This is an optimization exercise on Yosys and OpenROAD, whose aim is small area and a short achievable clock period, not a production implementation.
The RTL was checked by simulation tests, not by an equivalence proof against the original design.

== run 1 ==
// Xoroshiro128StarStar
module Xoroshiro128StarStar (
      output [31:0] io_prngHigh,
      output [31:0] io_prngLow,
      input   io_next,
      input   clk,
      input   reset);
For scale: ~3000 cells after synthesis, roughly 0.021 mm² of cells after synthesis.
==> flow/config.mk <==
export PLATFORM = sky130hd
export DESIGN_NAME = Xoroshiro128StarStar
export DESIGN_NICKNAME = Xoroshiro128StarStar
export VERILOG_FILES = /design/flow/design.v
export SDC_FILE = /design/flow/constraint.sdc
export NUM_CORES = 4
export LEC_CHECK = 0
export CAP_MARGIN = 20
export CORE_MARGIN = 2
export CORE_UTILIZATION = 40
export SETUP_SLACK_MARGIN = 2.9
export SLEW_MARGIN = 20
==> flow/constraint.sdc <==
create_clock -name core_clock -period 5.0 [get_ports {clk}]
set_input_delay 1.0000 -clock core_clock [delete_from_list [all_inputs] [get_ports {clk}]]
set_output_delay 1.0000 -clock core_clock [all_outputs]
set_load 0.01 [all_outputs]
standard.sh (not shown) runs the stock make flow with config.mk's settings and CLKGATE_MAP_FILE= SYNTH_SCRIPT=/design/flow/synth_recipe.tcl, a recipe that flattens the netlist after the stock synthesis.
==> flow/flow/run.sh <==
#!/bin/bash
# Own layout flow: the standard synthesis, then the combinational logic between
# the registers is mapped again by ABC for delay (registers, their names and cells are
# kept as the standard synthesis made them), then the standard ORFS flow from floorplan.
# Each tool's full output goes to a log file in the work folder.
set -euo pipefail
WORK=$(pwd)
FLOWDIR=$WORK/flow
R=$WORK/orfs/results/$FLOW_PLATFORM/Xoroshiro128StarStar/base
PLAT=$FLOW_HOME/platforms/$FLOW_PLATFORM
LIB=$PLAT/lib/sky130_fd_sc_hd__tt_025C_1v80.lib
YOSYS=$(command -v yosys || echo "$FLOW_HOME/../tools/install/yosys/bin/yosys")
D=${ABC_DELAY_PS:-1000}

bash standard.sh synth > "$WORK/log_1_standard_synth.log" 2>&1
cp "$R/1_2_yosys.v" "$WORK/standard_synth.v"

DU=$(sed -n '/DONT_USE_CELLS +=/,/^#/p' "$PLAT/config.mk" | grep -o 'sky130_fd_sc_hd__[a-z0-9_]*' | sed 's/^/-dont_use /' | tr '\n' ' ')
printf 'set_driving_cell sky130_fd_sc_hd__buf_1\nset_load 5\n' > "$WORK/abc.constr"
sed "s/@D@/$D/g" "$FLOWDIR/abc_delay.script" > "$WORK/abc_delay.script"
cat > "$WORK/remap.ys" <<EOY
read_liberty -ignore_miss_func $LIB
delete sky130_fd_sc_hd__dfrtp_* sky130_fd_sc_hd__dfstp_* sky130_fd_sc_hd__conb_1
read_verilog $FLOWDIR/stubs.v
read_verilog $WORK/standard_synth.v
hierarchy -top $FLOW_TOP
flatten
delete t:\\\$scopeinfo
opt_clean
abc -script $WORK/abc_delay.script -liberty $LIB $DU -constr $WORK/abc.constr -D $D
read_liberty -lib -overwrite $LIB
opt_clean -purge
hilomap -singleton -hicell sky130_fd_sc_hd__conb_1 HI -locell sky130_fd_sc_hd__conb_1 LO
splitnets
opt_clean -purge
rename -hide w:*.*
check -assert -mapped
stat -liberty $LIB
write_verilog -noattr -noexpr -nohex -nodec $WORK/remapped.v
EOY
"$YOSYS" -l "$WORK/log_2_remap_yosys.log" "$WORK/remap.ys" > /dev/null
cp "$WORK/remapped.v" "$R/1_2_yosys.v"
rm -f "$R/1_synth.odb" "$R/1_synth.sdc"
bash standard.sh > "$WORK/log_3_standard_flow.log" 2>&1
==> flow/flow/abc_delay.script <==
strash
dch
map -D @D@
buffer
upsize -D @D@
dnsize -D @D@
Other scripts of this flow, unchanged in this note and not shown: flow/flow/stubs.v
Run 1 completed; timing, DRC and antenna clean
Input changes introduced in run 2 (baseline for comparison: run 1):
Settings: putting PLACE_DENSITY at 0.8 where nothing was set; swapping 2.9 for 2.8 in SETUP_SLACK_MARGIN; putting CTS_CLUSTER_SIZE at 20 where nothing was set; putting CTS_CLUSTER_DIAMETER at 60 where nothing was set.
Non-clock buffer count down 69 in run 2 wrt run 1
Cmp run 2 vs run 1: worst hold slack higher in run 2
[compare] base=run 1 new=run 2: maximum frequency down about 1%; design area now sits lower.
[inputs] run 3 vs run 2
Settings: SETUP_SLACK_MARGIN now 2.9, was 2.8; PLACE_DENSITY no longer set, was 0.8.
[summary]
Summary: first-iteration DRC count, run 3 better than run 2. Setup WNS run 2 -> run 3: better. Compared to run 2, run 3 has critical path depth 6 lower. Run 2 has a lower finished layout cell area than run 3. Looking at first element of the critical path, the out_r[38] result is from run 3; the at_r[41] one comes from run 2. Run 3 vs run 2, critical path class: flip-flop to output port vs flip-flop to flip-flop. The count of clock-net buffers in the final layout in run 3 was higher than what run 2 gave.
Input changes introduced in run 4 (baseline for comparison: run 3):
Settings: putting PLACE_DENSITY at 0.75 where nothing was set.
Findings:
- In the flow results for run 3 and run 4, the fraction of cell area in non-clock buffers is larger on run 3.
- In run 4, the combined global-route utilization of all metal layers came out 3.7 points below the value in run 3.
- Max post-layout minimum cycle time across run 3 and run 4: run 3
- When the final numbers for run 3 and run 4 were put side by side, the number of non-filler instances in the completed layout turned out to be smaller in run 4.
The inputs of run 5 differ from those of run 4 as listed below.
Settings: PLACE_DENSITY changed from 0.75 to 0.7; SETUP_SLACK_MARGIN changed from 2.9 to 2.95.
==> flow/flow/abc_delay.script <==
strash
dch
map -D @D@
strash
dch
map -D @D@
strash
dch
map -D @D@
buffer
upsize -D @D@
dnsize -D @D@
Notes after the runs:
Number of inverters outside the clock class in the layout, run 5 and run 4: lower on run 4. Synthesized cell count for run 5: about 3% down relative to run 4. Run 5: number of global-route vias before repair lower than run 4. From run 4 to run 5 the numbers moved as follows: setup fix buffers added after clock tree synthesis grew by 35%, sequential share of layout area saw a decrease, setup slack now smaller, full die area down about 2%.


== P ==
The RTL this note starts from:
==> flow/design.v <==
module Xoroshiro128StarStar (
      output [31:0] io_prngHigh,
      output [31:0] io_prngLow,
      input   io_next,
      input   clk,
      input   reset);
  reg [63:0] a0_r;
  wire [63:0] a0 = a0_r ^ 64'h21002100000001;
  reg [63:0] at_r;
  wire [63:0] at = at_r ^ 64'h2001000100000401;
  reg c16_r;
  wire c16 = c16_r ^ 1'h0;
  reg g1_r;
  wire g1 = g1_r ^ 1'h0;
  reg p1_r;
  wire p1 = p1_r ^ 1'h0;
  reg g2_r;
  wire g2 = g2_r ^ 1'h0;
  reg p2_r;
  wire p2 = p2_r ^ 1'h0;
  reg [63:0] q_r;
  wire [63:0] q = q_r ^ 64'h282800280;
  reg [31:0] rlo_r;
  wire [31:0] rlo = rlo_r ^ 32'h1680;
  reg c9_r;
  wire c9 = c9_r ^ 1'h0;
  reg h2_r;
  wire h2 = h2_r ^ 1'h0;
  reg k2_r;
  wire k2 = k2_r ^ 1'h0;
  reg [34:0] qh_r;
  wire [34:0] qh = qh_r ^ 35'h0;
  reg [63:0] out_r;
  wire [63:0] out = out_r ^ 64'h0;
  wire [63:0] a0_ = {a0[39:0], a0[63:40]} ^ at ^ (at << 16);
  wire [63:0] at_ = a0_ ^ {at[26:0], at[63:27]};
  wire [63:0] a4_ = a0_ << 2;
  wire [16:0] s0x = {1'b0, a0_[15:0]} + {1'b0, a4_[15:0]};
  wire [16:0] s1x = {1'b0, a0_[31:16]} + {1'b0, a4_[31:16]};
  wire [16:0] s2x = {1'b0, a0_[47:32]} + {1'b0, a4_[47:32]};
  wire n_c16 = s0x[16];
  wire n_g1 = s1x[16];
  wire n_p1 = &(a0_[31:16] ^ a4_[31:16]);
  wire n_g2 = s2x[16];
  wire n_p2 = &(a0_[47:32] ^ a4_[47:32]);
  wire [63:0] a4 = a0 << 2;
  wire c32 = g1 | (p1 & c16);
  wire c48 = g2 | (p2 & g1) | (p2 & p1 & c16);
  wire [15:0] m0 = a0[15:0] + a4[15:0];
  wire [16:0] m1 = {a0[31:16], 1'b1} + {a4[31:16], c16};
  wire [16:0] m2 = {a0[47:32], 1'b1} + {a4[47:32], c32};
  wire [16:0] m3 = {a0[63:48], 1'b1} + {a4[63:48], c48};
  wire [63:0] m5 = {m3[16:1], m2[16:1], m1[16:1], m0};
  wire [63:0] q_ = {m5[56:0], m5[63:57]};
  wire [63:0] q8 = q << 3;
  wire [32:0] r9 = {1'b0, q[31:0]} + {1'b0, q8[31:0]};
  wire [16:0] r2 = {1'b0, q[47:32]} + {1'b0, q8[47:32]};
  wire n_h2 = r2[16];
  wire n_k2 = &(q[47:32] ^ q8[47:32]);
  wire [34:0] qh8 = qh << 3;
  wire c948 = h2 | (k2 & c9);
  wire [16:0] o2s = {qh[18:3], 1'b1} + {qh8[18:3], c9};
  wire [16:0] o3s = {qh[34:19], 1'b1} + {qh8[34:19], c948};
  wire [15:0] o2 = o2s[16:1];
  wire [15:0] o3 = o3s[16:1];
  assign io_prngHigh = out[63:32];
  assign io_prngLow = out[31:0];
  always @ (posedge clk or posedge reset) begin
    if (reset) begin
      a0_r <= 64'h0;
      at_r <= 64'h0;
      c16_r <= 1'h0;
      g1_r <= 1'h0;
      p1_r <= 1'h0;
      g2_r <= 1'h0;
      p2_r <= 1'h0;
      q_r <= 64'h0;
      rlo_r <= 32'h0;
      c9_r <= 1'h0;
      h2_r <= 1'h0;
      k2_r <= 1'h0;
      qh_r <= 35'h0;
      out_r <= 64'h0;
    end else if (io_next) begin
      a0_r <= a0_ ^ 64'h21002100000001;
      at_r <= at_ ^ 64'h2001000100000401;
      c16_r <= n_c16 ^ 1'h0;
      g1_r <= n_g1 ^ 1'h0;
      p1_r <= n_p1 ^ 1'h0;
      g2_r <= n_g2 ^ 1'h0;
      p2_r <= n_p2 ^ 1'h0;
      q_r <= q_ ^ 64'h282800280;
      rlo_r <= r9[31:0] ^ 32'h1680;
      c9_r <= r9[32] ^ 1'h0;
      h2_r <= n_h2 ^ 1'h0;
      k2_r <= n_k2 ^ 1'h0;
      qh_r <= q[63:29] ^ 35'h0;
      out_r <= {o3, o2, rlo} ^ 64'h0;
    end
  end
endmodule
==> flow/config.mk <==
export PLATFORM = sky130hd
export DESIGN_NAME = Xoroshiro128StarStar
export DESIGN_NICKNAME = Xoroshiro128StarStar
export VERILOG_FILES = /design/flow/design.v
export SDC_FILE = /design/flow/constraint.sdc
export NUM_CORES = 4
export LEC_CHECK = 0
export CAP_MARGIN = 20
export CORE_MARGIN = 2
export CORE_UTILIZATION = 40
export CTS_CLUSTER_DIAMETER = 60
export CTS_CLUSTER_SIZE = 20
export SETUP_SLACK_MARGIN = 2.9
export SLEW_MARGIN = 20
==> flow/constraint.sdc <==
create_clock -name core_clock -period 5.0 [get_ports {clk}]
set_input_delay 1.0000 -clock core_clock [delete_from_list [all_inputs] [get_ports {clk}]]
set_output_delay 1.0000 -clock core_clock [all_outputs]
set_load 0.01 [all_outputs]
==> flow/flow/abc_delay.script <==
strash
dch
map -D @D@
strash
dch
map -D @D@
buffer
upsize -D @D@
dnsize -D @D@
==> flow/flow/stubs.v <==
(* blackbox *) module sky130_fd_sc_hd__dfrtp_1 (output Q, input CLK, input D, input RESET_B); endmodule
(* blackbox *) module sky130_fd_sc_hd__dfrtp_2 (output Q, input CLK, input D, input RESET_B); endmodule
(* blackbox *) module sky130_fd_sc_hd__dfrtp_4 (output Q, input CLK, input D, input RESET_B); endmodule
(* blackbox *) module sky130_fd_sc_hd__dfstp_1 (output Q, input CLK, input D, input SET_B); endmodule
(* blackbox *) module sky130_fd_sc_hd__dfstp_2 (output Q, input CLK, input D, input SET_B); endmodule
(* blackbox *) module sky130_fd_sc_hd__dfstp_4 (output Q, input CLK, input D, input SET_B); endmodule
(* blackbox *) module sky130_fd_sc_hd__conb_1 (output HI, output LO); endmodule
Scripts as last shown in full above: flow/flow/run.sh
diff inputs: P => Q
Settings: PLACE_DENSITY now 0.8, previously not set.
-- flow/flow/abc_delay.script --
<<< P, line 1
strash
>>> Q, line 1
strash
dch
map -D @D@
strash
[summary]
Comparing P with Q, the fraction of area in multi-input gates came out essentially unchanged. Relative to P, final critical path time including I/O delays and setup has gone up in Q. The global-route usage in Q was lower than what P gave. Between P and Q, the synthesized cell count does not differ in any meaningful way. Capturing instance or port of the critical path: io_prngLow[20] -> P, io_prngHigh[11] -> Q.
Input changes introduced in R (baseline for comparison: Q):
Settings: PLACE_DENSITY: 0.8 -> unset.
Results
Count of inserted antenna diode cells (lower): Q
Diff Q -> R: design area has increased; worst setup slack up 21 ps.
Changes in S relative to R:
-- flow/flow/run.sh --
<<< R, line 12
YOSYS=$(command -v yosys || echo "$FLOW_HOME/../tools/install/yosys/bin/yosys")
D=${ABC_DELAY_PS:-1000}

>>> S, line 12
YOSYS=$(command -v yosys || echo "$FLOW_HOME/../tools/install/yosys/bin/yosys")
D=$(cat "$FLOWDIR/abc_delay_ps" 2>/dev/null || echo 1000)

==> flow/flow/abc_delay.script <==
strash
dch
map -D @D@
buffer
upsize -D @D@
dnsize -D @D@
==> flow/flow/abc_delay_ps (new file) <==
1250
==> comparison <==
- Final clock period utilization by the worst path: S vs R down 0.23 points
- | critical path depth | S vs R | 11 higher |
- Final critical delay including setup and external delays: S < R
- S vs. R: met3 demand-to-capacity share in global routing lower.
- Relative to R, the number of tap cells inserted of S is higher by about 1.2%.
- S against R: peak fanout along the critical path grew by 2; fmax now sits higher.

[separate check: timing with driven ports]
The results above use ideal ports. As a check the final layouts listed here were re-extracted and re-timed, cells and wires unchanged.
Step 1, drivers: a clkbuf_16 drives clk and a buf_2 each remaining input, both assumed.
Step 2 also shifts input and output timing later by t, the mid clock arrival at the registers, as if the neighbouring blocks saw the same clock.
a / b / c = ideal / step 1 / step 2; a / b = the first two.
run	t, ns	setup slack, ns	hold WS [ns]	worst setup path at the end	clock arrival spread, ns
run 1	0.627	2.855 / 2.799 / 2.340	0.447 / 0.447 / 0.447	input to register	0.024 / 0.024
run 2	0.647	2.834 / 2.790 / 2.264	0.451 / 0.451 / 0.451	input to register	0.026 / 0.025
run 3	0.626	2.848 / 2.788 / 2.354	0.440 / 0.440 / 0.440	input to register	0.022 / 0.022
run 4	0.635	2.866 / 2.812 / 2.353	0.454 / 0.454 / 0.454	input to register	0.015 / 0.015
run 5	0.657	2.847 / 2.789 / 2.331	0.448 / 0.448 / 0.448	input to register	0.039 / 0.039
P	0.625	2.865 / 2.809 / 2.349	0.449 / 0.449 / 0.449	input to register	0.032 / 0.031
Q	0.643	2.835 / 2.780 / 2.400	0.452 / 0.452 / 0.452	input to register	0.037 / 0.038
R	0.611	2.856 / 2.795 / 2.302	0.446 / 0.446 / 0.446	input to register	0.023 / 0.022
S	0.627	2.867 / 2.829 / 2.382	0.445 / 0.445 / 0.445	input to register	0.028 / 0.028
After both steps every run listed still meets setup and hold. For run 2, which loses most, drivers alone change the setup slack by -0.044 ns; drivers and shift together by -0.570 ns.
